This is an optimization exercise on Yosys and OpenROAD, whose aim is small area, not a production implementation.
In this exercise RTL edits were held to simulation tests only and were not proved equivalent to the original.

`design/flow/design.v`:
```
module sort16_top (
    input  logic         clk,
    input  logic         rst_n,
    input  logic         in_valid,
    input  logic [255:0] in_data,    
    output logic         out_valid,
    output logic [255:0] out_data    
);
    logic [2:0] valid;
    always_ff @(posedge clk) begin
        if (!rst_n) valid <= '0;
        else valid <= {valid[1:0], in_valid};
    end
    assign out_valid = valid[2];
    logic [15:0] v0_0, v0_1, v0_2, v0_3, v0_4, v0_5, v0_6, v0_7, v0_8, v0_9, v0_10, v0_11, v0_12, v0_13, v0_14, v0_15;
    assign v0_0 = in_data[15:0];
    assign v0_1 = in_data[31:16];
    assign v0_2 = in_data[47:32];
    assign v0_3 = in_data[63:48];
    assign v0_4 = in_data[79:64];
    assign v0_5 = in_data[95:80];
    assign v0_6 = in_data[111:96];
    assign v0_7 = in_data[127:112];
    assign v0_8 = in_data[143:128];
    assign v0_9 = in_data[159:144];
    assign v0_10 = in_data[175:160];
    assign v0_11 = in_data[191:176];
    assign v0_12 = in_data[207:192];
    assign v0_13 = in_data[223:208];
    assign v0_14 = in_data[239:224];
    assign v0_15 = in_data[255:240];
    logic g1_0_13;
    assign g1_0_13 = v0_0 > v0_13;
    logic g1_1_12;
    assign g1_1_12 = v0_1 > v0_12;
    logic g1_2_15;
    assign g1_2_15 = v0_2 > v0_15;
    logic g1_3_14;
    assign g1_3_14 = v0_3 > v0_14;
    logic g1_4_8;
    assign g1_4_8 = v0_4 > v0_8;
    logic g1_5_6;
    assign g1_5_6 = v0_5 > v0_6;
    logic g1_7_11;
    assign g1_7_11 = v0_7 > v0_11;
    logic g1_9_10;
    assign g1_9_10 = v0_9 > v0_10;
    logic s1_0_13;
    logic [15:0] v1_0, v1_13;
    assign s1_0_13 = g1_0_13;
    assign v1_0 = s1_0_13 ? v0_13 : v0_0;
    assign v1_13 = s1_0_13 ? v0_0 : v0_13;
    logic s1_1_12;
    logic [15:0] v1_1, v1_12;
    assign s1_1_12 = g1_1_12;
    assign v1_1 = s1_1_12 ? v0_12 : v0_1;
    assign v1_12 = s1_1_12 ? v0_1 : v0_12;
    logic s1_2_15;
    logic [15:0] v1_2, v1_15;
    assign s1_2_15 = g1_2_15;
    assign v1_2 = s1_2_15 ? v0_15 : v0_2;
    assign v1_15 = s1_2_15 ? v0_2 : v0_15;
    logic s1_3_14;
    logic [15:0] v1_3, v1_14;
    assign s1_3_14 = g1_3_14;
    assign v1_3 = s1_3_14 ? v0_14 : v0_3;
    assign v1_14 = s1_3_14 ? v0_3 : v0_14;
    logic s1_4_8;
    logic [15:0] v1_4, v1_8;
    assign s1_4_8 = g1_4_8;
    assign v1_4 = s1_4_8 ? v0_8 : v0_4;
    assign v1_8 = s1_4_8 ? v0_4 : v0_8;
    logic s1_5_6;
    logic [15:0] v1_5, v1_6;
    assign s1_5_6 = g1_5_6;
    assign v1_5 = s1_5_6 ? v0_6 : v0_5;
    assign v1_6 = s1_5_6 ? v0_5 : v0_6;
    logic s1_7_11;
    logic [15:0] v1_7, v1_11;
    assign s1_7_11 = g1_7_11;
    assign v1_7 = s1_7_11 ? v0_11 : v0_7;
    assign v1_11 = s1_7_11 ? v0_7 : v0_11;
    logic s1_9_10;
    logic [15:0] v1_9, v1_10;
    assign s1_9_10 = g1_9_10;
    assign v1_9 = s1_9_10 ? v0_10 : v0_9;
    assign v1_10 = s1_9_10 ? v0_9 : v0_10;
    logic g2_0_5;
    assign g2_0_5 = v1_5 > v1_0;
    logic g2_1_7;
    assign g2_1_7 = v1_7 > v1_1;
    logic g2_2_9;
    assign g2_2_9 = v1_9 > v1_2;
    logic g2_3_4;
    assign g2_3_4 = v1_4 > v1_3;
    logic g2_6_13;
    assign g2_6_13 = v1_13 > v1_6;
    logic g2_8_14;
    assign g2_8_14 = v1_14 > v1_8;
    logic g2_10_15;
    assign g2_10_15 = v1_15 > v1_10;
    logic g2_11_12;
    assign g2_11_12 = v1_12 > v1_11;
    logic s2_0_5;
    logic [15:0] v2_0, v2_5;
    assign s2_0_5 = !g2_0_5;
    assign v2_0 = s2_0_5 ? v1_5 : v1_0;
    assign v2_5 = s2_0_5 ? v1_0 : v1_5;
    logic s2_1_7;
    logic [15:0] v2_1, v2_7;
    assign s2_1_7 = !g2_1_7;
    assign v2_1 = s2_1_7 ? v1_7 : v1_1;
    assign v2_7 = s2_1_7 ? v1_1 : v1_7;
    logic s2_2_9;
    logic [15:0] v2_2, v2_9;
    assign s2_2_9 = !g2_2_9;
    assign v2_2 = s2_2_9 ? v1_9 : v1_2;
    assign v2_9 = s2_2_9 ? v1_2 : v1_9;
    logic s2_3_4;
    logic [15:0] v2_3, v2_4;
    assign s2_3_4 = !g2_3_4;
    assign v2_3 = s2_3_4 ? v1_4 : v1_3;
    assign v2_4 = s2_3_4 ? v1_3 : v1_4;
    logic s2_6_13;
    logic [15:0] v2_6, v2_13;
    assign s2_6_13 = !g2_6_13;
    assign v2_6 = s2_6_13 ? v1_13 : v1_6;
    assign v2_13 = s2_6_13 ? v1_6 : v1_13;
    logic s2_8_14;
    logic [15:0] v2_8, v2_14;
    assign s2_8_14 = !g2_8_14;
    assign v2_8 = s2_8_14 ? v1_14 : v1_8;
    assign v2_14 = s2_8_14 ? v1_8 : v1_14;
    logic s2_10_15;
    logic [15:0] v2_10, v2_15;
    assign s2_10_15 = !g2_10_15;
    assign v2_10 = s2_10_15 ? v1_15 : v1_10;
    assign v2_15 = s2_10_15 ? v1_10 : v1_15;
    logic s2_11_12;
    logic [15:0] v2_11, v2_12;
    assign s2_11_12 = !g2_11_12;
    assign v2_11 = s2_11_12 ? v1_12 : v1_11;
    assign v2_12 = s2_11_12 ? v1_11 : v1_12;
    logic g3_0_1;
    assign g3_0_1 = v2_0 > v2_1;
    logic g3_2_3;
    assign g3_2_3 = v2_2 > v2_3;
    logic g3_4_5;
    assign g3_4_5 = v2_4 > v2_5;
    logic g3_6_8;
    assign g3_6_8 = v2_6 > v2_8;
    logic g3_7_9;
    assign g3_7_9 = v2_7 > v2_9;
    logic g3_10_11;
    assign g3_10_11 = v2_10 > v2_11;
    logic g3_12_13;
    assign g3_12_13 = v2_12 > v2_13;
    logic g3_14_15;
    assign g3_14_15 = v2_14 > v2_15;
    logic [15:0] r1_v2_0, q1_0;
    always_ff @(posedge clk) r1_v2_0 <= v2_0;
    assign q1_0 = r1_v2_0;
    logic [15:0] r1_v2_1, q1_1;
    always_ff @(posedge clk) r1_v2_1 <= v2_1;
    assign q1_1 = r1_v2_1;
    logic [15:0] r1_v2_2, q1_2;
    always_ff @(posedge clk) r1_v2_2 <= v2_2;
    assign q1_2 = r1_v2_2;
    logic [15:0] r1_v2_3, q1_3;
    always_ff @(posedge clk) r1_v2_3 <= v2_3;
    assign q1_3 = r1_v2_3;
    logic [15:0] r1_v2_4, q1_4;
    always_ff @(posedge clk) r1_v2_4 <= v2_4;
    assign q1_4 = r1_v2_4;
    logic [15:0] r1_v2_5, q1_5;
    always_ff @(posedge clk) r1_v2_5 <= v2_5;
    assign q1_5 = r1_v2_5;
    logic [15:0] r1_v2_6, q1_6;
    always_ff @(posedge clk) r1_v2_6 <= v2_6;
    assign q1_6 = r1_v2_6;
    logic [15:0] r1_v2_7, q1_7;
    always_ff @(posedge clk) r1_v2_7 <= v2_7;
    assign q1_7 = r1_v2_7;
    logic [15:0] r1_v2_8, q1_8;
    always_ff @(posedge clk) r1_v2_8 <= v2_8;
    assign q1_8 = r1_v2_8;
    logic [15:0] r1_v2_9, q1_9;
    always_ff @(posedge clk) r1_v2_9 <= v2_9;
    assign q1_9 = r1_v2_9;
    logic [15:0] r1_v2_10, q1_10;
    always_ff @(posedge clk) r1_v2_10 <= v2_10;
    assign q1_10 = r1_v2_10;
    logic [15:0] r1_v2_11, q1_11;
    always_ff @(posedge clk) r1_v2_11 <= v2_11;
    assign q1_11 = r1_v2_11;
    logic [15:0] r1_v2_12, q1_12;
    always_ff @(posedge clk) r1_v2_12 <= v2_12;
    assign q1_12 = r1_v2_12;
    logic [15:0] r1_v2_13, q1_13;
    always_ff @(posedge clk) r1_v2_13 <= v2_13;
    assign q1_13 = r1_v2_13;
    logic [15:0] r1_v2_14, q1_14;
    always_ff @(posedge clk) r1_v2_14 <= v2_14;
    assign q1_14 = r1_v2_14;
    logic [15:0] r1_v2_15, q1_15;
    always_ff @(posedge clk) r1_v2_15 <= v2_15;
    assign q1_15 = r1_v2_15;
    logic r1_g3_0_1;
    always_ff @(posedge clk) r1_g3_0_1 <= g3_0_1;
    logic r1_g3_2_3;
    always_ff @(posedge clk) r1_g3_2_3 <= g3_2_3;
    logic r1_g3_4_5;
    always_ff @(posedge clk) r1_g3_4_5 <= g3_4_5;
    logic r1_g3_6_8;
    always_ff @(posedge clk) r1_g3_6_8 <= g3_6_8;
    logic r1_g3_7_9;
    always_ff @(posedge clk) r1_g3_7_9 <= g3_7_9;
    logic r1_g3_10_11;
    always_ff @(posedge clk) r1_g3_10_11 <= g3_10_11;
    logic r1_g3_12_13;
    always_ff @(posedge clk) r1_g3_12_13 <= g3_12_13;
    logic r1_g3_14_15;
    always_ff @(posedge clk) r1_g3_14_15 <= g3_14_15;
    logic s3_0_1;
    logic [15:0] v3_0, v3_1;
    assign s3_0_1 = r1_g3_0_1;
    assign v3_0 = s3_0_1 ? q1_1 : q1_0;
    assign v3_1 = s3_0_1 ? q1_0 : q1_1;
    logic s3_2_3;
    logic [15:0] v3_2, v3_3;
    assign s3_2_3 = r1_g3_2_3;
    assign v3_2 = s3_2_3 ? q1_3 : q1_2;
    assign v3_3 = s3_2_3 ? q1_2 : q1_3;
    logic s3_4_5;
    logic [15:0] v3_4, v3_5;
    assign s3_4_5 = r1_g3_4_5;
    assign v3_4 = s3_4_5 ? q1_5 : q1_4;
    assign v3_5 = s3_4_5 ? q1_4 : q1_5;
    logic s3_6_8;
    logic [15:0] v3_6, v3_8;
    assign s3_6_8 = r1_g3_6_8;
    assign v3_6 = s3_6_8 ? q1_8 : q1_6;
    assign v3_8 = s3_6_8 ? q1_6 : q1_8;
    logic s3_7_9;
    logic [15:0] v3_7, v3_9;
    assign s3_7_9 = r1_g3_7_9;
    assign v3_7 = s3_7_9 ? q1_9 : q1_7;
    assign v3_9 = s3_7_9 ? q1_7 : q1_9;
    logic s3_10_11;
    logic [15:0] v3_10, v3_11;
    assign s3_10_11 = r1_g3_10_11;
    assign v3_10 = s3_10_11 ? q1_11 : q1_10;
    assign v3_11 = s3_10_11 ? q1_10 : q1_11;
    logic s3_12_13;
    logic [15:0] v3_12, v3_13;
    assign s3_12_13 = r1_g3_12_13;
    assign v3_12 = s3_12_13 ? q1_13 : q1_12;
    assign v3_13 = s3_12_13 ? q1_12 : q1_13;
    logic s3_14_15;
    logic [15:0] v3_14, v3_15;
    assign s3_14_15 = r1_g3_14_15;
    assign v3_14 = s3_14_15 ? q1_15 : q1_14;
    assign v3_15 = s3_14_15 ? q1_14 : q1_15;
    logic g4_0_2;
    assign g4_0_2 = v3_2 > v3_0;
    logic g4_1_3;
    assign g4_1_3 = v3_3 > v3_1;
    logic g4_4_10;
    assign g4_4_10 = v3_10 > v3_4;
    logic g4_5_11;
    assign g4_5_11 = v3_11 > v3_5;
    logic g4_6_7;
    assign g4_6_7 = v3_7 > v3_6;
    logic g4_8_9;
    assign g4_8_9 = v3_9 > v3_8;
    logic g4_12_14;
    assign g4_12_14 = v3_14 > v3_12;
    logic g4_13_15;
    assign g4_13_15 = v3_15 > v3_13;
    logic s4_0_2;
    logic [15:0] v4_0, v4_2;
    assign s4_0_2 = !g4_0_2;
    assign v4_0 = s4_0_2 ? v3_2 : v3_0;
    assign v4_2 = s4_0_2 ? v3_0 : v3_2;
    logic s4_1_3;
    logic [15:0] v4_1, v4_3;
    assign s4_1_3 = !g4_1_3;
    assign v4_1 = s4_1_3 ? v3_3 : v3_1;
    assign v4_3 = s4_1_3 ? v3_1 : v3_3;
    logic s4_4_10;
    logic [15:0] v4_4, v4_10;
    assign s4_4_10 = !g4_4_10;
    assign v4_4 = s4_4_10 ? v3_10 : v3_4;
    assign v4_10 = s4_4_10 ? v3_4 : v3_10;
    logic s4_5_11;
    logic [15:0] v4_5, v4_11;
    assign s4_5_11 = !g4_5_11;
    assign v4_5 = s4_5_11 ? v3_11 : v3_5;
    assign v4_11 = s4_5_11 ? v3_5 : v3_11;
    logic s4_6_7;
    logic [15:0] v4_6, v4_7;
    assign s4_6_7 = !g4_6_7;
    assign v4_6 = s4_6_7 ? v3_7 : v3_6;
    assign v4_7 = s4_6_7 ? v3_6 : v3_7;
    logic s4_8_9;
    logic [15:0] v4_8, v4_9;
    assign s4_8_9 = !g4_8_9;
    assign v4_8 = s4_8_9 ? v3_9 : v3_8;
    assign v4_9 = s4_8_9 ? v3_8 : v3_9;
    logic s4_12_14;
    logic [15:0] v4_12, v4_14;
    assign s4_12_14 = !g4_12_14;
    assign v4_12 = s4_12_14 ? v3_14 : v3_12;
    assign v4_14 = s4_12_14 ? v3_12 : v3_14;
    logic s4_13_15;
    logic [15:0] v4_13, v4_15;
    assign s4_13_15 = !g4_13_15;
    assign v4_13 = s4_13_15 ? v3_15 : v3_13;
    assign v4_15 = s4_13_15 ? v3_13 : v3_15;
    logic g5_1_2;
    assign g5_1_2 = v4_1 > v4_2;
    logic g5_3_12;
    assign g5_3_12 = v4_3 > v4_12;
    logic g5_4_6;
    assign g5_4_6 = v4_4 > v4_6;
    logic g5_5_7;
    assign g5_5_7 = v4_5 > v4_7;
    logic g5_8_10;
    assign g5_8_10 = v4_8 > v4_10;
    logic g5_9_11;
    assign g5_9_11 = v4_9 > v4_11;
    logic g5_13_14;
    assign g5_13_14 = v4_13 > v4_14;
    logic s5_1_2;
    logic [15:0] v5_1, v5_2;
    assign s5_1_2 = g5_1_2;
    assign v5_1 = s5_1_2 ? v4_2 : v4_1;
    assign v5_2 = s5_1_2 ? v4_1 : v4_2;
    logic s5_3_12;
    logic [15:0] v5_3, v5_12;
    assign s5_3_12 = g5_3_12;
    assign v5_3 = s5_3_12 ? v4_12 : v4_3;
    assign v5_12 = s5_3_12 ? v4_3 : v4_12;
    logic s5_4_6;
    logic [15:0] v5_4, v5_6;
    assign s5_4_6 = g5_4_6;
    assign v5_4 = s5_4_6 ? v4_6 : v4_4;
    assign v5_6 = s5_4_6 ? v4_4 : v4_6;
    logic s5_5_7;
    logic [15:0] v5_5, v5_7;
    assign s5_5_7 = g5_5_7;
    assign v5_5 = s5_5_7 ? v4_7 : v4_5;
    assign v5_7 = s5_5_7 ? v4_5 : v4_7;
    logic s5_8_10;
    logic [15:0] v5_8, v5_10;
    assign s5_8_10 = g5_8_10;
    assign v5_8 = s5_8_10 ? v4_10 : v4_8;
    assign v5_10 = s5_8_10 ? v4_8 : v4_10;
    logic s5_9_11;
    logic [15:0] v5_9, v5_11;
    assign s5_9_11 = g5_9_11;
    assign v5_9 = s5_9_11 ? v4_11 : v4_9;
    assign v5_11 = s5_9_11 ? v4_9 : v4_11;
    logic s5_13_14;
    logic [15:0] v5_13, v5_14;
    assign s5_13_14 = g5_13_14;
    assign v5_13 = s5_13_14 ? v4_14 : v4_13;
    assign v5_14 = s5_13_14 ? v4_13 : v4_14;
    logic g6_1_4;
    assign g6_1_4 = v5_4 > v5_1;
    logic g6_2_6;
    assign g6_2_6 = v5_6 > v5_2;
    logic g6_5_8;
    assign g6_5_8 = v5_8 > v5_5;
    logic g6_7_10;
    assign g6_7_10 = v5_10 > v5_7;
    logic g6_9_13;
    assign g6_9_13 = v5_13 > v5_9;
    logic g6_11_14;
    assign g6_11_14 = v5_14 > v5_11;
    logic [15:0] r2_v4_0, q2_0;
    always_ff @(posedge clk) r2_v4_0 <= v4_0;
    assign q2_0 = r2_v4_0;
    logic [15:0] r2_v5_1, q2_1;
    always_ff @(posedge clk) r2_v5_1 <= ~v5_1;
    assign q2_1 = ~r2_v5_1;
    logic [15:0] r2_v5_2, q2_2;
    always_ff @(posedge clk) r2_v5_2 <= ~v5_2;
    assign q2_2 = ~r2_v5_2;
    logic [15:0] r2_v5_3, q2_3;
    always_ff @(posedge clk) r2_v5_3 <= ~v5_3;
    assign q2_3 = ~r2_v5_3;
    logic [15:0] r2_v5_4, q2_4;
    always_ff @(posedge clk) r2_v5_4 <= ~v5_4;
    assign q2_4 = ~r2_v5_4;
    logic [15:0] r2_v5_5, q2_5;
    always_ff @(posedge clk) r2_v5_5 <= ~v5_5;
    assign q2_5 = ~r2_v5_5;
    logic [15:0] r2_v5_6, q2_6;
    always_ff @(posedge clk) r2_v5_6 <= ~v5_6;
    assign q2_6 = ~r2_v5_6;
    logic [15:0] r2_v5_7, q2_7;
    always_ff @(posedge clk) r2_v5_7 <= ~v5_7;
    assign q2_7 = ~r2_v5_7;
    logic [15:0] r2_v5_8, q2_8;
    always_ff @(posedge clk) r2_v5_8 <= ~v5_8;
    assign q2_8 = ~r2_v5_8;
    logic [15:0] r2_v5_9, q2_9;
    always_ff @(posedge clk) r2_v5_9 <= ~v5_9;
    assign q2_9 = ~r2_v5_9;
    logic [15:0] r2_v5_10, q2_10;
    always_ff @(posedge clk) r2_v5_10 <= ~v5_10;
    assign q2_10 = ~r2_v5_10;
    logic [15:0] r2_v5_11, q2_11;
    always_ff @(posedge clk) r2_v5_11 <= ~v5_11;
    assign q2_11 = ~r2_v5_11;
    logic [15:0] r2_v5_12, q2_12;
    always_ff @(posedge clk) r2_v5_12 <= ~v5_12;
    assign q2_12 = ~r2_v5_12;
    logic [15:0] r2_v5_13, q2_13;
    always_ff @(posedge clk) r2_v5_13 <= ~v5_13;
    assign q2_13 = ~r2_v5_13;
    logic [15:0] r2_v5_14, q2_14;
    always_ff @(posedge clk) r2_v5_14 <= ~v5_14;
    assign q2_14 = ~r2_v5_14;
    logic [15:0] r2_v4_15, q2_15;
    always_ff @(posedge clk) r2_v4_15 <= v4_15;
    assign q2_15 = r2_v4_15;
    logic r2_g6_1_4;
    always_ff @(posedge clk) r2_g6_1_4 <= g6_1_4;
    logic r2_g6_2_6;
    always_ff @(posedge clk) r2_g6_2_6 <= g6_2_6;
    logic r2_g6_5_8;
    always_ff @(posedge clk) r2_g6_5_8 <= g6_5_8;
    logic r2_g6_7_10;
    always_ff @(posedge clk) r2_g6_7_10 <= g6_7_10;
    logic r2_g6_9_13;
    always_ff @(posedge clk) r2_g6_9_13 <= g6_9_13;
    logic r2_g6_11_14;
    always_ff @(posedge clk) r2_g6_11_14 <= g6_11_14;
    logic s6_1_4;
    logic [15:0] v6_1, v6_4;
    assign s6_1_4 = !r2_g6_1_4;
    assign v6_1 = s6_1_4 ? q2_4 : q2_1;
    assign v6_4 = s6_1_4 ? q2_1 : q2_4;
    logic s6_2_6;
    logic [15:0] v6_2, v6_6;
    assign s6_2_6 = !r2_g6_2_6;
    assign v6_2 = s6_2_6 ? q2_6 : q2_2;
    assign v6_6 = s6_2_6 ? q2_2 : q2_6;
    logic s6_5_8;
    logic [15:0] v6_5, v6_8;
    assign s6_5_8 = !r2_g6_5_8;
    assign v6_5 = s6_5_8 ? q2_8 : q2_5;
    assign v6_8 = s6_5_8 ? q2_5 : q2_8;
    logic s6_7_10;
    logic [15:0] v6_7, v6_10;
    assign s6_7_10 = !r2_g6_7_10;
    assign v6_7 = s6_7_10 ? q2_10 : q2_7;
    assign v6_10 = s6_7_10 ? q2_7 : q2_10;
    logic s6_9_13;
    logic [15:0] v6_9, v6_13;
    assign s6_9_13 = !r2_g6_9_13;
    assign v6_9 = s6_9_13 ? q2_13 : q2_9;
    assign v6_13 = s6_9_13 ? q2_9 : q2_13;
    logic s6_11_14;
    logic [15:0] v6_11, v6_14;
    assign s6_11_14 = !r2_g6_11_14;
    assign v6_11 = s6_11_14 ? q2_14 : q2_11;
    assign v6_14 = s6_11_14 ? q2_11 : q2_14;
    logic g7_2_4;
    assign g7_2_4 = v6_2 > v6_4;
    logic g7_3_6;
    assign g7_3_6 = v6_6 > q2_3;
    logic g7_9_12;
    assign g7_9_12 = v6_9 > q2_12;
    logic g7_11_13;
    assign g7_11_13 = v6_11 > v6_13;
    logic s7_2_4;
    logic [15:0] v7_2, v7_4;
    assign s7_2_4 = g7_2_4;
    assign v7_2 = s7_2_4 ? v6_4 : v6_2;
    assign v7_4 = s7_2_4 ? v6_2 : v6_4;
    logic s7_3_6;
    logic [15:0] v7_3, v7_6;
    assign s7_3_6 = !g7_3_6;
    assign v7_3 = s7_3_6 ? v6_6 : q2_3;
    assign v7_6 = s7_3_6 ? q2_3 : v6_6;
    logic s7_9_12;
    logic [15:0] v7_9, v7_12;
    assign s7_9_12 = g7_9_12;
    assign v7_9 = s7_9_12 ? q2_12 : v6_9;
    assign v7_12 = s7_9_12 ? v6_9 : q2_12;
    logic s7_11_13;
    logic [15:0] v7_11, v7_13;
    assign s7_11_13 = g7_11_13;
    assign v7_11 = s7_11_13 ? v6_13 : v6_11;
    assign v7_13 = s7_11_13 ? v6_11 : v6_13;
    logic g8_3_5;
    assign g8_3_5 = v7_3 > v6_5;
    logic g8_6_8;
    assign g8_6_8 = v7_6 > v6_8;
    logic g8_7_9;
    assign g8_7_9 = v6_7 > v7_9;
    logic g8_10_12;
    assign g8_10_12 = v6_10 > v7_12;
    logic s8_3_5;
    logic [15:0] v8_3, v8_5;
    assign s8_3_5 = g8_3_5;
    assign v8_3 = s8_3_5 ? v6_5 : v7_3;
    assign v8_5 = s8_3_5 ? v7_3 : v6_5;
    logic s8_6_8;
    logic [15:0] v8_6, v8_8;
    assign s8_6_8 = g8_6_8;
    assign v8_6 = s8_6_8 ? v6_8 : v7_6;
    assign v8_8 = s8_6_8 ? v7_6 : v6_8;
    logic s8_7_9;
    logic [15:0] v8_7, v8_9;
    assign s8_7_9 = g8_7_9;
    assign v8_7 = s8_7_9 ? v7_9 : v6_7;
    assign v8_9 = s8_7_9 ? v6_7 : v7_9;
    logic s8_10_12;
    logic [15:0] v8_10, v8_12;
    assign s8_10_12 = g8_10_12;
    assign v8_10 = s8_10_12 ? v7_12 : v6_10;
    assign v8_12 = s8_10_12 ? v6_10 : v7_12;
    logic [15:0] r3_q2_0, q3_0;
    always_ff @(posedge clk) r3_q2_0 <= q2_0;
    assign q3_0 = r3_q2_0;
    logic [15:0] r3_v6_1, q3_1;
    always_ff @(posedge clk) r3_v6_1 <= v6_1;
    assign q3_1 = r3_v6_1;
    logic [15:0] r3_v7_2, q3_2;
    always_ff @(posedge clk) r3_v7_2 <= v7_2;
    assign q3_2 = r3_v7_2;
    logic [15:0] r3_v8_3, q3_3;
    always_ff @(posedge clk) r3_v8_3 <= ~v8_3;
    assign q3_3 = ~r3_v8_3;
    logic [15:0] r3_v7_4, q3_4;
    always_ff @(posedge clk) r3_v7_4 <= ~v7_4;
    assign q3_4 = ~r3_v7_4;
    logic [15:0] r3_v8_5, q3_5;
    always_ff @(posedge clk) r3_v8_5 <= ~v8_5;
    assign q3_5 = ~r3_v8_5;
    logic [15:0] r3_v8_6, q3_6;
    always_ff @(posedge clk) r3_v8_6 <= ~v8_6;
    assign q3_6 = ~r3_v8_6;
    logic [15:0] r3_v8_7, q3_7;
    always_ff @(posedge clk) r3_v8_7 <= ~v8_7;
    assign q3_7 = ~r3_v8_7;
    logic [15:0] r3_v8_8, q3_8;
    always_ff @(posedge clk) r3_v8_8 <= ~v8_8;
    assign q3_8 = ~r3_v8_8;
    logic [15:0] r3_v8_9, q3_9;
    always_ff @(posedge clk) r3_v8_9 <= ~v8_9;
    assign q3_9 = ~r3_v8_9;
    logic [15:0] r3_v8_10, q3_10;
    always_ff @(posedge clk) r3_v8_10 <= ~v8_10;
    assign q3_10 = ~r3_v8_10;
    logic [15:0] r3_v7_11, q3_11;
    always_ff @(posedge clk) r3_v7_11 <= ~v7_11;
    assign q3_11 = ~r3_v7_11;
    logic [15:0] r3_v8_12, q3_12;
    always_ff @(posedge clk) r3_v8_12 <= ~v8_12;
    assign q3_12 = ~r3_v8_12;
    logic [15:0] r3_v7_13, q3_13;
    always_ff @(posedge clk) r3_v7_13 <= v7_13;
    assign q3_13 = r3_v7_13;
    logic [15:0] r3_v6_14, q3_14;
    always_ff @(posedge clk) r3_v6_14 <= v6_14;
    assign q3_14 = r3_v6_14;
    logic [15:0] r3_q2_15, q3_15;
    always_ff @(posedge clk) r3_q2_15 <= q2_15;
    assign q3_15 = r3_q2_15;
    logic g9_3_4;
    assign g9_3_4 = q3_4 > q3_3;
    logic g9_5_6;
    assign g9_5_6 = q3_6 > q3_5;
    logic g9_7_8;
    assign g9_7_8 = q3_8 > q3_7;
    logic g9_9_10;
    assign g9_9_10 = q3_10 > q3_9;
    logic g9_11_12;
    assign g9_11_12 = q3_12 > q3_11;
    logic s9_3_4;
    logic [15:0] v9_3, v9_4;
    assign s9_3_4 = !g9_3_4;
    assign v9_3 = s9_3_4 ? q3_4 : q3_3;
    assign v9_4 = s9_3_4 ? q3_3 : q3_4;
    logic s9_5_6;
    logic [15:0] v9_5, v9_6;
    assign s9_5_6 = !g9_5_6;
    assign v9_5 = s9_5_6 ? q3_6 : q3_5;
    assign v9_6 = s9_5_6 ? q3_5 : q3_6;
    logic s9_7_8;
    logic [15:0] v9_7, v9_8;
    assign s9_7_8 = !g9_7_8;
    assign v9_7 = s9_7_8 ? q3_8 : q3_7;
    assign v9_8 = s9_7_8 ? q3_7 : q3_8;
    logic s9_9_10;
    logic [15:0] v9_9, v9_10;
    assign s9_9_10 = !g9_9_10;
    assign v9_9 = s9_9_10 ? q3_10 : q3_9;
    assign v9_10 = s9_9_10 ? q3_9 : q3_10;
    logic s9_11_12;
    logic [15:0] v9_11, v9_12;
    assign s9_11_12 = !g9_11_12;
    assign v9_11 = s9_11_12 ? q3_12 : q3_11;
    assign v9_12 = s9_11_12 ? q3_11 : q3_12;
    logic g10_6_7;
    assign g10_6_7 = v9_6 > v9_7;
    logic g10_8_9;
    assign g10_8_9 = v9_8 > v9_9;
    logic s10_6_7;
    logic [15:0] v10_6, v10_7;
    assign s10_6_7 = g10_6_7;
    assign v10_6 = s10_6_7 ? v9_7 : v9_6;
    assign v10_7 = s10_6_7 ? v9_6 : v9_7;
    logic s10_8_9;
    logic [15:0] v10_8, v10_9;
    assign s10_8_9 = g10_8_9;
    assign v10_8 = s10_8_9 ? v9_9 : v9_8;
    assign v10_9 = s10_8_9 ? v9_8 : v9_9;
    assign out_data = {q3_15, q3_14, q3_13, v9_12, v9_11, v9_10, v10_9, v10_8, v10_7, v10_6, v9_5, v9_4, v9_3, q3_2, q3_1, q3_0};
endmodule
```
`design/flow/flow/run.sh`:
```
#!/bin/bash
set -euo pipefail
cd "$(dirname "$0")/.."
R=orfs/results/sky130hd/sort16_top/base
bash standard.sh synth > std_synth.log 2>&1
python3 flow/sortnet.py net hand_netlist.v > sortnet.log 2>&1
python3 flow/sortnet.py check $R/1_2_yosys.v hand_netlist.v > regcheck.log 2>&1
cp $R/1_2_yosys.v std_synth_netlist.v
cp hand_netlist.v $R/1_2_yosys.v
rm -f $R/1_synth.odb $R/1_synth.sdc
touch $R/1_2_yosys.v
export BUFFER_PORTS_ARGS="-buffer_cell sky130_fd_sc_hd__buf_1"
bash standard.sh finish > layout.log 2>&1
```
`design/flow/flow/sortnet.py`:
```
#!/usr/bin/env python3
"""Green's 60-comparator, 10-level sorting network for 16 unsigned 16-bit values, with register
stages at CUTS: a cut k puts a register stage after level k; a cut k.5 puts it inside level
k+1, after its comparators (its comparison results and input values are registered, its
swaps come after the register).

  python3 sortnet.py rtl OUTDIR   writes OUTDIR/rtl/sort16_top.sv (and the two unused files)
  python3 sortnet.py net FILE     writes the same design as a sky130hd gate-level netlist

Both come from the same plan, so they agree register by register: the netlist builds every
compare-and-swap from inverting muxes (mux2i), so a value's wires may carry it inverted; a
register then holds the inverted value, and the RTL says so (r <= ~v). The netlist's registers
have the names and cell type Yosys gives the RTL's registers.
"""
import sys, os

L = [[(0,13),(1,12),(2,15),(3,14),(4,8),(5,6),(7,11),(9,10)],
     [(0,5),(1,7),(2,9),(3,4),(6,13),(8,14),(10,15),(11,12)],
     [(0,1),(2,3),(4,5),(6,8),(7,9),(10,11),(12,13),(14,15)],
     [(0,2),(1,3),(4,10),(5,11),(6,7),(8,9),(12,14),(13,15)],
     [(1,2),(3,12),(4,6),(5,7),(8,10),(9,11),(13,14)],
     [(1,4),(2,6),(5,8),(7,10),(9,13),(11,14)],
     [(2,4),(3,6),(9,12),(11,13)],
     [(3,5),(6,8),(7,9),(10,12)],
     [(3,4),(5,6),(7,8),(9,10),(11,12)],
     [(6,7),(8,9)]]
CUTS = [2.5, 5.5, 8]
N, W = 16, 16

# x > y from x and ny = ~y (16 bits each), mapped by ABC (&nf) from a two-group prefix form.
GT_CELLS = """\
nand2_1 A=nb5 B=a5 Y=t0
o211ai_1 A1=nb1 A2=a1 B1=nb0 C1=a0 Y=t1
a22oi_1 A1=nb2 A2=a2 B1=nb1 B2=a1 Y=t2
o22ai_1 A1=nb3 A2=a3 B1=nb2 B2=a2 Y=t3
a21oi_1 A1=t1 A2=t2 B1=t3 Y=t4
a22o_1 A1=nb4 A2=a4 B1=nb3 B2=a3 X=t5
o22ai_1 A1=nb4 A2=a4 B1=t4 B2=t5 Y=t6
o22ai_1 A1=nb6 A2=a6 B1=nb5 B2=a5 Y=t7
a21oi_1 A1=t0 A2=t6 B1=t7 Y=t8
a221oi_1 A1=nb7 A2=a7 B1=nb6 B2=a6 C1=t8 Y=t9
nor2_1 A=nb15 B=a15 Y=t10
nor2_1 A=nb8 B=a8 Y=t11
nor2_1 A=t10 B=t11 Y=t12
o22ai_1 A1=nb12 A2=a12 B1=nb11 B2=a11 Y=t13
o22ai_1 A1=nb10 A2=a10 B1=nb9 B2=a9 Y=t14
o22ai_1 A1=nb14 A2=a14 B1=nb13 B2=a13 Y=t15
nor3_1 A=t13 B=t14 C=t15 Y=t16
o211ai_1 A1=nb7 A2=a7 B1=t12 C1=t16 Y=t17
a22oi_1 A1=nb9 A2=a9 B1=nb8 B2=a8 Y=t18
a22oi_1 A1=nb11 A2=a11 B1=nb10 B2=a10 Y=t19
o21ai_0 A1=t14 A2=t18 B1=t19 Y=t20
nand2b_1 A_N=t13 B=t20 Y=t21
a22oi_1 A1=nb13 A2=a13 B1=nb12 B2=a12 Y=t22
a21oi_1 A1=t21 A2=t22 B1=t15 Y=t23
a221oi_1 A1=nb15 A2=a15 B1=nb14 B2=a14 C1=t23 Y=t24
o22ai_1 A1=t9 A2=t17 B1=t24 B2=t10 Y=gt
"""
SEL_BUF = "buf_4"


def plan():
    """The steps the two writers follow. Every mux inverts, except the last mux of a position
    that would otherwise reach its output inverted (that one is a plain mux2)."""
    steps = plan1(set())
    last = {}
    for st in steps:
        if st[0] == "mux":
            for c in st[2]:
                last[c[0]] = last[c[1]] = st[1]
    fix = {(last[i], i) for i, q in enumerate(steps[-1][1]) if q}
    steps = plan1(fix)
    assert not any(steps[-1][1])
    return steps


def plan1(noninv):
    """Walk the network, tracking each position's wire polarity (1: inverted); the outputs
    (level, position) in noninv come from non-inverting muxes. A compare-and-swap is
    (a, b, pa, pb, p, ta, tb, gab): positions a < b (min to a), their wire polarities, the
    polarity p of its mux data, whether each output mux is non-inverting, and whether its
    comparison result means A > B (else B > A)."""
    pol = [0] * N
    steps = []
    cuts = sorted(CUTS)
    ci = 0
    for lv in range(len(L) + 1):
        if ci < len(cuts) and cuts[ci] == lv:
            steps.append(("cut", ci + 1, list(pol), []))
            ci += 1
        if lv == len(L):
            break
        cas = []
        for a, b in L[lv]:
            pa, pb = pol[a], pol[b]
            if pa == pb:
                p = pa
                gab = (p == 0)       # comparator sees A^p, ~B^p
            else:
                p = 1                # the true input gets an inverted copy for the muxes
                gab = (pa == 0)      # comparator sees the true one and the inverted one
            ta, tb = (lv + 1, a) in noninv, (lv + 1, b) in noninv
            cas.append((a, b, pa, pb, p, ta, tb, gab))
            pol[a] = p if ta else 1 - p
            pol[b] = p if tb else 1 - p
        steps.append(("cmp", lv + 1, cas))
        if ci < len(cuts) and cuts[ci] == lv + 0.5:
            prev = [x[2] if x[0] == a else x[3] for a in range(N) for x in cas if a in x[:2]]
            inpol = list(pol)
            for x in cas:
                inpol[x[0]], inpol[x[1]] = x[2], x[3]
            steps.append(("cut", ci + 1, inpol, [(lv + 1, x[0], x[1]) for x in cas]))
            ci += 1
        steps.append(("mux", lv + 1, cas))
    steps.append(("out", list(pol)))
    return steps


def cut_text():
    return ", ".join("%g" % c for c in CUTS)


def write_rtl(outdir):
    steps = plan()
    o = []
    w = o.append
    w("// Streaming sorter: one vector of 16 unsigned 16-bit values may enter per")
    w("// cycle; each comes out sorted in ascending order (element 0 smallest),")
    w("// with out_valid marking the cycle, in the order the vectors entered.")
    w("// Generated by sortnet.py: Green's 60-comparator, 10-level sorting network with")
    w("// register stages at levels %s (k.5: after the comparisons of level k+1), latency %d." % (
        cut_text(), len(CUTS)))
    w("// Some registers hold their value inverted (r <= ~v), as the gate-level layout keeps it.")
    w("module sort16_top (")
    w("    input  logic         clk,")
    w("    input  logic         rst_n,")
    w("    input  logic         in_valid,")
    w("    input  logic [255:0] in_data,   // element i in bits [16*i+15:16*i]")
    w("    output logic         out_valid,")
    w("    output logic [255:0] out_data   // element i in bits [16*i+15:16*i]")
    w(");")
    n = len(CUTS)
    w("    // valid flag travelling alongside the data")
    w("    logic [%d:0] valid;" % (n - 1))
    w("    always_ff @(posedge clk) begin")
    w("        if (!rst_n) valid <= '0;")
    w("        else valid <= {valid[%d:0], in_valid};" % (n - 2) if n > 1 else "        else valid <= in_valid;")
    w("    end")
    w("    assign out_valid = valid[%d];" % (n - 1))
    w("")
    cur = ["v0_%d" % i for i in range(N)]
    w("    logic [15:0] %s;" % ", ".join(cur))
    for i in range(N):
        w("    assign v0_%d = in_data[%d:%d];" % (i, W * i + W - 1, W * i))
    sel = {}
    for st in steps:
        if st[0] == "cut":
            _, s, pol, sels = st
            w("    // register stage %d" % s)
            new = []
            for i in range(N):
                r = "r%d_%s" % (s, cur[i])
                t = "q%d_%d" % (s, i)
                w("    logic [15:0] %s, %s;" % (r, t))
                if pol[i]:
                    w("    always_ff @(posedge clk) %s <= ~%s;" % (r, cur[i]))
                    w("    assign %s = ~%s;" % (t, r))
                else:
                    w("    always_ff @(posedge clk) %s <= %s;" % (r, cur[i]))
                    w("    assign %s = %s;" % (t, r))
                new.append(t)
            cur = new
            for key in sels:
                r = "r%d_%s" % (s, sel[key])
                w("    logic %s;" % r)
                w("    always_ff @(posedge clk) %s <= %s;" % (r, sel[key]))
                sel[key] = r
        elif st[0] == "cmp":
            _, lv, cas = st
            for a, b, pa, pb, p, ta, tb, gab in cas:
                g = "g%d_%d_%d" % (lv, a, b)
                w("    logic %s;" % g)
                if gab:
                    w("    assign %s = %s > %s;" % (g, cur[a], cur[b]))
                else:
                    w("    assign %s = %s > %s;" % (g, cur[b], cur[a]))
                sel[(lv, a, b)] = g
        elif st[0] == "mux":
            _, lv, cas = st
            new = list(cur)
            for a, b, pa, pb, p, ta, tb, gab in cas:
                g = sel[(lv, a, b)]
                s = "s%d_%d_%d" % (lv, a, b)
                na, nb = "v%d_%d" % (lv, a), "v%d_%d" % (lv, b)
                w("    logic %s;" % s)
                w("    logic [15:0] %s, %s;" % (na, nb))
                # swap when A > B (equal values may go either way)
                w("    assign %s = %s%s;" % (s, "" if gab else "!", g))
                w("    assign %s = %s ? %s : %s;" % (na, s, cur[b], cur[a]))
                w("    assign %s = %s ? %s : %s;" % (nb, s, cur[a], cur[b]))
                new[a], new[b] = na, nb
            cur = new
    w("    assign out_data = {%s};" % ", ".join(reversed(cur)))
    w("endmodule")
    os.makedirs(os.path.join(outdir, "rtl"), exist_ok=True)
    with open(os.path.join(outdir, "rtl", "sort16_top.sv"), "w") as f:
        f.write("\n".join(o) + "\n")
    for m in ("sorter_base1.sv", "merger_base1.sv"):
        with open(os.path.join(outdir, "rtl", m), "w") as f:
            f.write("// Not used: sort16_top.sv holds the whole sorting network.\n")


def write_net(path):
    steps = plan()
    gt = [ln.split() for ln in GT_CELLS.strip().splitlines()]
    cells = []
    wires = []
    cnt = [0]

    def cell(t, name=None, **pins):
        if name is None:
            cnt[0] += 1
            name = "g%d" % cnt[0]
        cells.append((t, name, pins))

    def wire(nm):
        wires.append(nm)
        return nm

    def invs(src, tag):
        out = [wire("%s%d" % (tag, k)) for k in range(W)]
        for k in range(W):
            cell("inv_1", A=src[k], Y=out[k])
        return out

    # wires of the 16 positions, cur[i][bit], and their names in the RTL
    cur = [["in_data[%d]" % (W * i + k) for k in range(W)] for i in range(N)]
    names = ["v0_%d" % i for i in range(N)]
    sel = {}    # (level, a, b) -> [comparison result wire, its name in the RTL]
    for st in steps:
        if st[0] == "cut":
            _, s, pol, sels = st
            # register names follow the RTL's: r<stage>_<name of the value>
            for i in range(N):
                rn = "r%d_%s" % (s, names[i])
                q = []
                for k in range(W):
                    qn = wire("%s_q%d" % (rn, k))
                    cell("dfxtp_1", "\\%s[%d]$_DFF_P_ " % (rn, k), CLK="clk", D=cur[i][k], Q=qn)
                    q.append(qn)
                cur[i] = q
                names[i] = "q%d_%d" % (s, i)
            for key in sels:
                g, gn = sel[key]
                rn = "r%d_%s" % (s, gn)
                qn = wire("%s_q" % rn)
                cell("dfxtp_1", "\\%s$_DFF_P_ " % rn, CLK="clk", D=g, Q=qn)
                sel[key] = [qn, rn]
        elif st[0] == "cmp":
            _, lv, cas = st
            for a, b, pa, pb, p, ta, tb, gab in cas:
                tag = "l%d_%d_%d" % (lv, a, b)
                A, B = cur[a], cur[b]
                # comparator inputs: x and ny = ~y; result x > y
                if pa == pb:
                    x, ny = A, invs(B, tag + "_nb")
                elif pa == 0:
                    x, ny = A, B
                else:
                    x, ny = B, A
                g = wire("%s_gt" % tag)
                loc = {}
                for ln in gt:
                    t, ps = ln[0], dict(kv.split("=") for kv in ln[1:])
                    pins = {}
                    for pn, v in ps.items():
                        if v.startswith("nb"):
                            pins[pn] = ny[int(v[2:])]
                        elif v.startswith("a"):
                            pins[pn] = x[int(v[1:])]
                        elif v == "gt":
                            pins[pn] = g
                        else:
                            if v not in loc:
                                loc[v] = wire("%s_%s" % (tag, v))
                            pins[pn] = loc[v]
                    cell(t, **pins)
                sel[(lv, a, b)] = [g, "g%d_%d_%d" % (lv, a, b)]
        elif st[0] == "mux":
            _, lv, cas = st
            for a, b, pa, pb, p, ta, tb, gab in cas:
                tag = "l%d_%d_%d" % (lv, a, b)
                A, B = cur[a], cur[b]
                MA, MB = A, B
                if pa != pb:
                    # mux data at polarity 1: invert the true input
                    if pa == 0:
                        MA = invs(A, tag + "_ia")
                    else:
                        MB = invs(B, tag + "_ib")
                sb = wire("%s_sel" % tag)
                cell(SEL_BUF, A=sel[(lv, a, b)][0], X=sb)
                # mux2i: Y = ~(S ? A1 : A0); mux2: X = S ? A1 : A0. min goes to a, max to b;
                # swap (min = B) when S = 1 if the result means A > B, else when S = 0.
                oa = [wire("%s_oa%d" % (tag, k)) for k in range(W)]
                ob = [wire("%s_ob%d" % (tag, k)) for k in range(W)]
                ca, pa_ = ("mux2_1", "X") if ta else ("mux2i_1", "Y")
                cb, pb_ = ("mux2_1", "X") if tb else ("mux2i_1", "Y")
                for k in range(W):
                    if gab:
                        cell(ca, A0=MA[k], A1=MB[k], S=sb, **{pa_: oa[k]})
                        cell(cb, A0=MB[k], A1=MA[k], S=sb, **{pb_: ob[k]})
                    else:
                        cell(ca, A0=MB[k], A1=MA[k], S=sb, **{pa_: oa[k]})
                        cell(cb, A0=MA[k], A1=MB[k], S=sb, **{pb_: ob[k]})
                cur[a], cur[b] = oa, ob
                names[a], names[b] = "v%d_%d" % (lv, a), "v%d_%d" % (lv, b)
        elif st[0] == "out":
            ren = {}
            for i in range(N):
                for k in range(W):
                    # the final wire has no other load: it becomes the port
                    ren[cur[i][k]] = "out_data[%d]" % (W * i + k)
            for t, nm, pins in cells:
                for pn in pins:
                    if pins[pn] in ren:
                        assert pn in ("Y", "X", "Q"), (nm, pn)
                        pins[pn] = ren[pins[pn]]
            wires[:] = [x for x in wires if x not in ren]
    # valid flag: valid[s] <= rst_n & valid[s-1]
    n = len(CUTS)
    prev = "in_valid"
    for s in range(n):
        d = wire("valid_d%d" % s)
        q = "out_valid" if s == n - 1 else wire("valid_q%d" % s)
        cell("and2_1", A="rst_n", B=prev, X=d)
        cell("dfxtp_1", "\\valid[%d]$_SDFF_PN0_ " % s, CLK="clk", D=d, Q=q)
        prev = q
    o = []
    w = o.append
    w("module sort16_top(clk, rst_n, in_valid, in_data, out_valid, out_data);")
    w("  input clk;\n  input rst_n;\n  input in_valid;\n  input [255:0] in_data;")
    w("  output out_valid;\n  output [255:0] out_data;")
    for nm in wires:
        w("  wire %s;" % nm)
    for t, nm, pins in cells:
        w("  sky130_fd_sc_hd__%s %s (%s);" % (t, nm, ", ".join(".%s(%s)" % kv for kv in pins.items())))
    w("endmodule")
    with open(path, "w") as f:
        f.write("\n".join(o) + "\n")


def check_regs(std, net):
    """The registers of net must be those of std (the standard synthesis): same names, same
    cell type."""
    import re
    pat = re.compile(r"sky130_fd_sc_hd__(df\w+)\s+(\\\S+|\w+)\s*\(")
    a = {m.group(2): m.group(1) for m in pat.finditer(open(std).read())}
    b = {m.group(2): m.group(1) for m in pat.finditer(open(net).read())}
    print("standard synthesis: %d registers, netlist: %d registers" % (len(a), len(b)))
    if a != b:
        for k in sorted(set(a) | set(b)):
            if a.get(k) != b.get(k):
                print("differs:", k, a.get(k), b.get(k))
        sys.exit(1)
    print("registers match")


if __name__ == "__main__":
    if sys.argv[1] == "rtl":
        write_rtl(sys.argv[2])
    elif sys.argv[1] == "net":
        write_net(sys.argv[2])
    else:
        check_regs(sys.argv[2], sys.argv[3])
```
`design/flow/standard.sh`:
```
#!/bin/bash
# synth_recipe.tcl (not shown) runs the flow's synth.tcl, then flattens the netlist and writes it again
# the make line also repeats each setting of config.mk as NAME=value (left out here)
make -C /OpenROAD-flow-scripts/flow DESIGN_CONFIG=/design/flow/config.mk WORK_HOME=/design/flow/orfs CLKGATE_MAP_FILE= SYNTH_SCRIPT=/design/flow/synth_recipe.tcl "${@:-finish}"
```
`design/flow/config.mk`:
```
export PLATFORM = sky130hd
export DESIGN_NAME = sort16_top
export DESIGN_NICKNAME = sort16_top
export VERILOG_FILES = /design/flow/design.v
export SDC_FILE = /design/flow/constraint.sdc
export NUM_CORES = 4
export LEC_CHECK = 0
export CAP_MARGIN = 20
export CORE_MARGIN = 2
export CORE_UTILIZATION = 60
export GPL_TIMING_DRIVEN = 0
export PLACE_DENSITY = 0.7
export SLEW_MARGIN = 20
```
`design/flow/constraint.sdc`:
```
create_clock -name core_clock -period 7.0 [get_ports {clk}]
set_input_delay 1.4000 -clock core_clock [delete_from_list [all_inputs] [get_ports {clk}]]
set_output_delay 1.4000 -clock core_clock [all_outputs]
set_load 0.01 [all_outputs]
```
==> impl_results.md, run 1 <==
- Drt total wl: between 150000 and 200000 um
- PortBufs: approximately 520
- Min cycle time layout: between 6 and 7 ns
- Row Count: approximately 100
- CP endpoint kind: flip-flop
- Die height: between 200 and 300 um
- Ys Warns: 1
- Average routed wire per standard cell: ~25 um
- Status: finished clean
- Core ar.: roughly 81000 sq um
- Delay-heaviest family, CP: compound AO/OA/AOI/OAI gates
- Highest-count cells in the layout ignoring fill and taps: mux2i_1, inv_1, dfxtp_1
- # hold bufs at CTS: 0
- Clock root cell: clkbuf_16
- Most common cell after layout, fill and taps aside: mux2i_1
- Max-slew violations: 0
- Iteration count of the initial detailed-routing pass: 7
- Bufs and invs on worst path: 4
- Post-CTS Setup Bufs: 0
- HP Start: r2_v4_15[2]$_DFF_P_
- Worst-path clk slew: 0.06 ns
- Worst Hold Class: reg2reg
- Fin nets: ~6000
- Critical R2R Launch: r1_g3_12_13$_DFF_P_
- Final setup violating endpoints: 0
- Post-route DRC: 0
- Crit-path max FO: 32
- Initial Util: 0.606
- RSZ-0062 raised after global routing: false
- Crit path capture: r2_g6_9_13$_DFF_P_
- Arrival @ worst endpoint: ~7.1 ns
- Initial antenna violation count: 6
- Post-synthesis net count: 5547
- Overflow after GRT: 0
- Largest net degree at the start of global routing: 33
- Via density: ~6.3
- Total Routing Usage GR: 0.397
- F_max: 0.151 GHz
- Setup Skew: 0.0449 ns
- Final Cycle Share: 0.949
- First-pass GRT wire length: ~250000 um
- Vias in the first global route: 39944
- RR Endpoint: r2_g6_9_13$_DFF_P_
- Hpwl dp: 145000 um
- Post-Place Cells: between 6000 and 7000
- Avg Inst Size Synth: 9.23 sq um
- R2R cell count: 25
- Via count: about 44000
- CTS resizes: 0
- Gp weighted congestion: between 1 and 1.5
- Flop-to-flop setup slack: 0.36 ns
- Slowest stage delay, CP: just under 0.8 ns
- Antenna violation net count after detailed routing: 0
- IO Pins: 516
- Mapped cell area: slightly below 50000 sq um
- Clock buffer depth: 3
- WHS Path Cells: 0
- Final Non-Filler Cells: 7006
- CTS tree: yes
- Die W: slightly below 300 um
- Fin. Hold Viols: 0
- H-tree Lvls: 3
- CP startpoint kind: flip-flop
- Critical path's most frequent cell: o22ai_1
- Total Die Area: 83600 sq um
- Worst setup startpoint: r1_g3_12_13$_DFF_P_
- Layout overhead on the synthesized area: 12.1%
- WP depth: 25
- Max-cap violations: 0
- Clock latency on the worst-skew pair: 0.65 ns
- Setup tns final: 0 ns
- Layout cells sized above 1: 0.0320
- Worst hold slack: 0.325 ns
- CP max-delay cell: mux2i_1
- # fillers: 6665
- CTS Buf Count: 80
- Initial DRC count: approximately 4700
- Kind of critical path: reg2reg
- Worst-Margin Slew: approximately 1.1 ns
- Post-synthesis cell count: ~5300
- Clock sinks: 785
- Slew headroom: 0.229
- Req. time, crit path: between 7 and 8 ns
-- metal layers --
| metal | wire [um] | vias up | track usage |
|---|---|---|---|
| met4 | 12800 | 6 | 0.254 |
| met1 | 69700 | 21046 | 0.493 |
| met5 | 39 | - | 0 |
| met2 | 78600 | 2316 | 0.646 |
| met3 | 13600 | 471 | 0.0565 |
| li1 | - | 20611 | - |
-- cell type report --
cell class	count	area, sq um	share of cell area
Antenna cell	3	7.51	0.000137
Multi-Input combinational cell	3483	29000	0.531
Sequential cell	785	15700	0.287
Clock inverter	39	459	0.00839
Tap cell	1060	1330	0.0242
Clock buffer	101	2200	0.0402
Timing Repair Buffer	515	1930	0.0353
Inverter	960	3600	0.0658
Buffer	60	450	0.00823
-- how the worst min path moves through the flow --
stage | slack [ns] | end
after global routing | 0.33 | r3_q2_15[2]$_DFF_P_
after CTS | 0.33 | r3_q2_15[2]$_DFF_P_
after global placement | 0.31 | r3_q2_0[2]$_DFF_P_
final | 0.33 | r3_q2_15[2]$_DFF_P_
after floorplan | 0.31 | r3_q2_0[0]$_DFF_P_
after detailed placement | 0.31 | r3_q2_15[2]$_DFF_P_
-- through the flow --
step / setup WS [ns] / instance area (sq um) / utilization
after global placement: 0.453 / 52100 / 0.646
after global routing: 0.0886 / 54700 / 0.680
after floorplan: 1.89 / 48800 / -
after CTS: 0.689 / 54700 / 0.679
final: 0.360 / 54700 / 0.680
after detailed placement: 0.378 / 52100 / 0.646
==> run 2, diff against run 1 <==
--- a/design/flow/flow/sortnet.py
+++ b/design/flow/flow/sortnet.py
@@ -9,5 +9,5 @@
 
 Both come from the same plan, so they agree register by register: the netlist builds every
-compare-and-swap from inverting muxes (mux2i), so a value's wires may carry it inverted; a
+compare-and-swap from inverting muxes (o22ai), so a value's wires may carry it inverted; a
 register then holds the inverted value, and the RTL says so (r <= ~v). The netlist's registers
 have the names and cell type Yosys gives the RTL's registers.
@@ -57,10 +57,14 @@
 o22ai_1 A1=t9 A2=t17 B1=t24 B2=t10 Y=gt
 """
+# The comparison result drives the 32 swap cells of a compare-and-swap as S (through buf_4)
+# and as ~S (through inv_4). Each swap cell is an o22ai: ~((S | x0) & (~S | x1)) = ~(S ? x1 : x0),
+# an inverting 2:1 mux; o22a is the non-inverting one.
 SEL_BUF = "buf_4"
+SEL_INV = "inv_4"
 
 
 def plan():
     """The steps the two writers follow. Every mux inverts, except the last mux of a position
-    that would otherwise reach its output inverted (that one is a plain mux2)."""
+    that would otherwise reach its output inverted (that one is a non-inverting o22a)."""
     steps = plan1(set())
     last = {}
@@ -299,19 +303,26 @@
                     else:
                         MB = invs(B, tag + "_ib")
+                g = sel[(lv, a, b)][0]
                 sb = wire("%s_sel" % tag)
-                cell(SEL_BUF, A=sel[(lv, a, b)][0], X=sb)
-                # mux2i: Y = ~(S ? A1 : A0); mux2: X = S ? A1 : A0. min goes to a, max to b;
-                # swap (min = B) when S = 1 if the result means A > B, else when S = 0.
+                sn = wire("%s_seln" % tag)
+                cell(SEL_BUF, A=g, X=sb)
+                cell(SEL_INV, A=g, Y=sn)
+                # min goes to a, max to b; swap (min = B) when the select is 1 if the result
+                # means A > B, else when it is 0.
                 oa = [wire("%s_oa%d" % (tag, k)) for k in range(W)]
                 ob = [wire("%s_ob%d" % (tag, k)) for k in range(W)]
-                ca, pa_ = ("mux2_1", "X") if ta else ("mux2i_1", "Y")
-                cb, pb_ = ("mux2_1", "X") if tb else ("mux2i_1", "Y")
+
+                def mux(noninv, x0, x1, y):
+                    if noninv:
+                        cell("o22a_1", A1=sb, A2=x0, B1=sn, B2=x1, X=y)
+                    else:
+                        cell("o22ai_1", A1=sb, A2=x0, B1=sn, B2=x1, Y=y)
                 for k in range(W):
                     if gab:
-                        cell(ca, A0=MA[k], A1=MB[k], S=sb, **{pa_: oa[k]})
-                        cell(cb, A0=MB[k], A1=MA[k], S=sb, **{pb_: ob[k]})
+                        mux(ta, MA[k], MB[k], oa[k])
+                        mux(tb, MB[k], MA[k], ob[k])
                     else:
-                        cell(ca, A0=MB[k], A1=MA[k], S=sb, **{pa_: oa[k]})
-                        cell(cb, A0=MA[k], A1=MB[k], S=sb, **{pb_: ob[k]})
+                        mux(ta, MB[k], MA[k], oa[k])
+                        mux(tb, MA[k], MB[k], ob[k])
                 cur[a], cur[b] = oa, ob
                 names[a], names[b] = "v%d_%d" % (lv, a), "v%d_%d" % (lv, b)
==> impl_results.md, run 2 <==
- Ys Warns: 1 (unchanged)
- R2R cell count: 25 (unchanged)
- Bufs and invs on worst path: 6 (was 4)
- Worst-path clk slew: 0.07 ns (was 0.06 ns)
- WP depth: 25 (unchanged)
- CP max-delay cell: o22ai_1 (was mux2i_1)
- Arrival @ worst endpoint: 6.77 ns (was 7.12 ns)
- Post-route DRC: 0 (unchanged)
- Worst setup startpoint: in_data[178] (was r1_g3_12_13$_DFF_P_)
- Fin worst setup slack: 0.763 ns (was 0.360 ns)
- PortBufs: 515 (unchanged)
- HP Start: r2_v4_15[10]$_DFF_P_ (was r2_v4_15[2]$_DFF_P_)
- Clock root cell: clkbuf_16 (unchanged)
- Clock buffer depth: 3 (unchanged)
- Via count: 50926 (was 44450)
- Iteration count of the initial detailed-routing pass: 8 (was 7)
- CTS Buf Count: 78 (was 80)
- CTS tree: yes (unchanged)
- Status: finished clean (unchanged)
- Setup Skew: 0.0587 ns (was 0.0449 ns)
- Drt total wl: 182000 um (was 175000 um)
- Highest-count cells in the layout ignoring fill and taps: o22ai_1, inv_1, dfxtp_1 (was mux2i_1, inv_1, dfxtp_1)
- H-tree Lvls: 3 (unchanged)
- Clock sinks: 785 (unchanged)
- Slew headroom: 0.285 (was 0.229)
- Min cycle time layout: 6.24 ns (was 6.64 ns)
- Average routed wire per standard cell: 26.1 um (was 24.9 um)
- First-pass GRT wire length: 258000 um (was 248000 um)
- Critical R2R Launch: r1_g3_6_8$_DFF_P_ (was r1_g3_12_13$_DFF_P_)
- Post-CTS Setup Bufs: 0 (unchanged)
- Gp weighted congestion: 1.09 (was 1.07)
- Total Die Area: 72300 sq um (was 83600 sq um)
- F_max: 0.160 GHz (was 0.151 GHz)
- Core ar.: 69800 sq um (was 80500 sq um)
- Fin nets: 6202 (was 6144)
- Worst Hold Class: reg2reg (unchanged)
- Worst hold slack: 0.328 ns (was 0.325 ns)
- Via density: 7.32 (was 6.34)
- Final Cycle Share: 0.891 (was 0.949)
- Total Routing Usage GR: 0.470 (was 0.397)
- Final setup violating endpoints: 0 (unchanged)
- Fin. Hold Viols: 0 (unchanged)
- Slowest stage delay, CP: 0.82 ns (was 0.77 ns)
- Crit-path max FO: 32 (unchanged)
- Initial DRC count: 8976 (was 4698)
- Initial antenna violation count: 10 (was 6)
- Hpwl dp: 142000 um (was 145000 um)
- Critical path's most frequent cell: o22ai_1 (unchanged)
- CP startpoint kind: input pin (was flip-flop)
- Max-cap violations: 0 (unchanged)
- Post-synthesis net count: 5607 (was 5547)
- Die W: 269 um (was 289 um)
- Setup tns final: 0 ns (unchanged)
- Largest net degree at the start of global routing: 33 (unchanged)
- Worst-Margin Slew: 1.07 ns (was 1.12 ns)
- Post-synthesis cell count: 5348 (was 5288)
- Antenna violation net count after detailed routing: 0 (unchanged)
- Avg Inst Size Synth: 7.87 sq um (was 9.23 sq um)
- Most common cell after layout, fill and taps aside: o22ai_1 (was mux2i_1)
- # hold bufs at CTS: 0 (unchanged)
- CTS resizes: 0 (unchanged)
- Clock latency on the worst-skew pair: 0.67 ns (was 0.65 ns)
- Layout cells sized above 1: 0.0436 (was 0.0320)
- Delay-heaviest family, CP: compound AO/OA/AOI/OAI gates (unchanged)
- Overflow after GRT: 0 (unchanged)
- WHS Path Cells: 0 (unchanged)
- Layout overhead on the synthesized area: 14.2% (was 12.1%)
- Vias in the first global route: 42638 (was 39944)
- Initial Util: 0.603 (was 0.606)
- Max-slew violations: 0 (unchanged)
- Kind of critical path: in2reg (was reg2reg)
- Final core occ: 0.689 (was 0.680)
- Req. time, crit path: 7.53 ns (was 7.48 ns)
- Row Count: 97 (was 104)
- Mapped cell area: 42100 sq um (was 48800 sq um)
- RSZ-0062 raised after global routing: false (unchanged)
- Pre-CTS setup slack: 0.441 ns (was 0.378 ns)
- CP endpoint kind: flip-flop (unchanged)
- Die height: 269 um (was 289 um)
- IO Pins: 516 (unchanged)
run 2: per-layer routing:
metal | vias to the layer above | track usage | part of all wire
met5 | - | 0 | 0.00028
met4 | 6 | 0.363 | 0.091
met3 | 785 | 0.0911 | 0.12
met2 | 4196 | 0.716 | 0.42
met1 | 23231 | 0.587 | 0.36
li1 | 22708 | - | -
run 2: worst paths after layout:
kind	end	slack (ns)
hold / removal	r3_q2_15[10]$_DFF_P_	0.33
hold reg to reg	r3_q2_15[10]$_DFF_P_	0.33
setup / recovery	r1_g3_0_1$_DFF_P_	0.76
setup reg to reg	r2_g6_5_8$_DFF_P_	1.12
run 2: layout make-up:
class / instances / area, sq um
buffer: 60 / 450
antenna: 6 / 15.0
tap: 940 / 1180
multi-input combinational: 3483 / 22000
clock inverter: 51 / 723
clock buffer: 95 / 2150
sequential: 785 / 15700
inverter: 1020 / 3980
fill: 5777 / 21700
timing repair buffer: 515 / 1930
run 2: stage by stage:
stage | area (sq um) | cells
finish | 48100 | 6955
global route | 48100 | 6954
CTS | 48100 | 6949
detailed placement | 45200 | 6803
global placement | 45200 | 6803
floorplan | 42100 | 5348
==> run 3, diff against run 2 <==
--- a/design/flow/config.mk
+++ b/design/flow/config.mk
@@ -9,4 +9,6 @@
 export CORE_MARGIN = 2
 export CORE_UTILIZATION = 60
+export CTS_BUF_LIST = sky130_fd_sc_hd__clkbuf_8
+export CTS_CLUSTER_SIZE = 20
 export GPL_TIMING_DRIVEN = 0
 export PLACE_DENSITY = 0.7
==> impl_results.md, run 3 <==
- Req. time, crit path: 7.64 ns (was 7.53 ns)
- Drt total wl: 182000 um (about the same)
- Kind of critical path: reg2reg (was in2reg)
- Fin nets: 6244 (was 6202)
- Slew headroom: 0.233 (was 0.285)
- RR Endpoint: r2_g6_2_6$_DFF_P_ (was r2_g6_5_8$_DFF_P_)
- CTS Buf Count: 120 (was 78)
- WL met1: 67200 um (was 65900 um)
- Gp weighted congestion: 1.09 (unchanged)
- Total Routing Usage GR: 0.469 (was 0.470)
- Flop-to-flop setup slack: 0.77 ns (was 1.12 ns)
- Overflow after GRT: 0 (unchanged)
- Wire length on met2: 77200 um (was 76700 um)
- Final Cycle Share: 0.890 (was 0.891)
- Post-CTS Setup Bufs: 0 (unchanged)
- Highest-count cells in the layout ignoring fill and taps: o22ai_1, inv_1, dfxtp_1 (unchanged)
- Initial Util: 0.603 (unchanged)
- Top layer used by detailed routing: met5 (unchanged)
- Avg Inst Size Synth: 7.87 sq um (unchanged)
- Largest net degree at the start of global routing: 33 (unchanged)
- Average routed wire per standard cell: 25.9 um (was 26.1 um)
- Final Non-Filler Cells: 7032 (was 6955)
- H-tree Lvls: 3 (unchanged)
- IO Pins: 516 (unchanged)
- Final setup violating endpoints: 0 (unchanged)
- Layout cells sized above 1: 0.0490 (was 0.0436)
- Max-cap violations: 0 (unchanged)
- Post-route DRC: 0 (unchanged)
- CTS tree: yes (unchanged)
- Via density: 7.26 (was 7.32)
- Worst setup startpoint: r1_g3_7_9$_DFF_P_ (was in_data[178])
- Via count: 51067 (was 50926)
- Clock latency on the worst-skew pair: 0.78 ns (was 0.67 ns)
- First-pass GRT wire length: 257000 um (was 258000 um)
- Hpwl dp: 142000 um (unchanged)
- # fillers: 5858 (was 5777)
- Met3 routed WL: 21500 um (was 22300 um)
- Crit path capture: r2_g6_2_6$_DFF_P_ (was r1_g3_0_1$_DFF_P_)
- Ys Warns: 1 (unchanged)
- Crit-path max FO: 32 (unchanged)
- Die W: 269 um (unchanged)
- Arrival @ worst endpoint: 6.88 ns (was 6.77 ns)
- Antenna violation net count after detailed routing: 0 (unchanged)
- Worst-path clk slew: 0.07 ns (about the same)
- Clock sinks: 785 (unchanged)
- Critical R2R Launch: r1_g3_7_9$_DFF_P_ (was r1_g3_6_8$_DFF_P_)
- # hold bufs at CTS: 0 (unchanged)
- Vias in the first global route: 43000 (was 42638)
- Die height: 269 um (unchanged)
- Max-slew violations: 0 (unchanged)
- Setup tns final: 0 ns (unchanged)
- Post-Place Cells: 6803 (unchanged)
- Status: finished clean (unchanged)
- Core ar.: 69800 sq um (unchanged)
- CTS resizes: 0 (unchanged)
- Min cycle time layout: 6.23 ns (was 6.24 ns)
- R2R cell count: 27 (was 25)
- Most common cell after layout, fill and taps aside: o22ai_1 (unchanged)
- Clock root cell: clkbuf_8 (was clkbuf_16)
- Worst Hold Class: reg2reg (unchanged)
- Initial DRC count: 8714 (was 8976)
- Iteration count of the initial detailed-routing pass: 12 (was 8)
- CP startpoint kind: flip-flop (was input pin)
- Post-synthesis cell count: 5348 (unchanged)
- Initial antenna violation count: 9 (was 10)
- F_max: 0.160 GHz (about the same)
- Fin. Hold Viols: 0 (unchanged)
- Clock buffer depth: 3 (unchanged)
- Total Die Area: 72300 sq um (unchanged)
- Row Count: 97 (unchanged)
- Layout overhead on the synthesized area: 13.6% (was 14.2%)
- RSZ-0062 raised after global routing: false (unchanged)
- Post-synthesis net count: 5607 (unchanged)
- CP endpoint kind: flip-flop (unchanged)
- Setup Skew: 0.0590 ns (was 0.0587 ns)
- Mapped cell area: 42100 sq um (unchanged)
- PortBufs: 515 (unchanged)
- Worst-Margin Slew: 1.15 ns (was 1.07 ns)
-- run 3: layout make-up --
type                    count  area, sq um  share of cell area
plain buffers              60          450             0.00942
clock inverters            79          668              0.0140
flip-flops and latches    785        15700               0.328
multi-input cells        3483        22000               0.459
well taps                 940         1180              0.0246
repair buffers            515         1930              0.0404
diodes                      9         22.5            0.000471
clock buffers             141         1940              0.0406
inverters                1020         3980              0.0832
-- run 3: worst min-delay path by stage --
stage / depth (start not counted) / from / to
CTS: 0 / r2_v4_0[10]$_DFF_P_ / r3_q2_0[10]$_DFF_P_
detailed placement: 0 / r2_v4_0[10]$_DFF_P_ / r3_q2_0[10]$_DFF_P_
global route: 0 / r2_v4_15[4]$_DFF_P_ / r3_q2_15[4]$_DFF_P_
global placement: 0 / r2_v4_15[0]$_DFF_P_ / r3_q2_15[0]$_DFF_P_
floorplan: 0 / r2_v4_0[0]$_DFF_P_ / r3_q2_0[0]$_DFF_P_
finish: 0 / r2_v4_0[10]$_DFF_P_ / r3_q2_0[10]$_DFF_P_
-- run 3: stage by stage --
step,setup WS (ns),hold slack [ns],utilization,cell area (sq um)
after CTS,1.01,0.328,0.685,47800
after global routing,0.577,0.333,0.685,47800
after detailed placement,0.441,0.314,0.648,45200
final,0.769,0.326,0.686,47800
after floorplan,2.06,0.310,-,42100
after global placement,0.494,0.310,0.648,45200
-- run 3: worst max-delay path, cell delays in order (launching register included) --
cell      delay, ns
dfxtp_1        0.35
buf_4          0.24
o22ai_1        0.45
inv_1          0.12
o22ai_1        0.25
o21ai_0        0.12
nand2b_1       0.10
a21oi_1        0.06
a221oi_1       0.23
o22ai_1        0.19
buf_4          0.28
o22ai_1        0.57
inv_1          0.15
a22oi_1        0.22
a21oi_1        0.09
o22ai_1        0.14
a21oi_1        0.09
a221oi_1       0.25
o22ai_1        0.20
buf_4          0.26
o22ai_1        0.49
inv_1          0.17
o22ai_1        0.30
o21ai_0        0.17
nand2b_1       0.09
a21oi_1        0.08
a221oi_1       0.32
o22ai_1        0.15
-- run 3: metal layers --
metal | global-route usage | vias up
li1 | - | 22845
met1 | 0.587 | 23306
met2 | 0.719 | 4112
met3 | 0.0867 | 800
met4 | 0.356 | 4
met5 | 0 | -

-- afterwards: timing with drivers on the ports --
In the flow no input, the clock included, has a driving cell. The finished layouts below were timed again as built, in two steps. Step 1 sets driving cells, clkbuf_16 on the clock port and buf_2 on the other inputs (assumed; they add their load-dependent delay and slew). Step 2 adds t to the input delays and takes it off the output delays; t is the mean of the earliest and latest rising clock arrival at the registers after step 1. Input paths then give back, and output paths get back, about the clock's delay inside the block. Slacks: ideal ports / drivers / drivers and shift; pairs: ideal ports / drivers.
run | t (ns) | setup WS [ns] | latest minus earliest clock arrival (ns)
run 1 | 0.699 | 0.360 / 0.360 / 0.032 | 0.046 / 0.046
run 2 | 0.712 | 0.763 / 0.813 / 0.101 | 0.059 / 0.059
run 3 | 0.815 | 0.769 / 0.769 / 0.146 | 0.067 / 0.067
After both steps setup and hold are still met in every run listed. For run 2, which loses most, drivers alone change the setup slack by +0.050 ns; drivers and shift together by -0.662 ns.
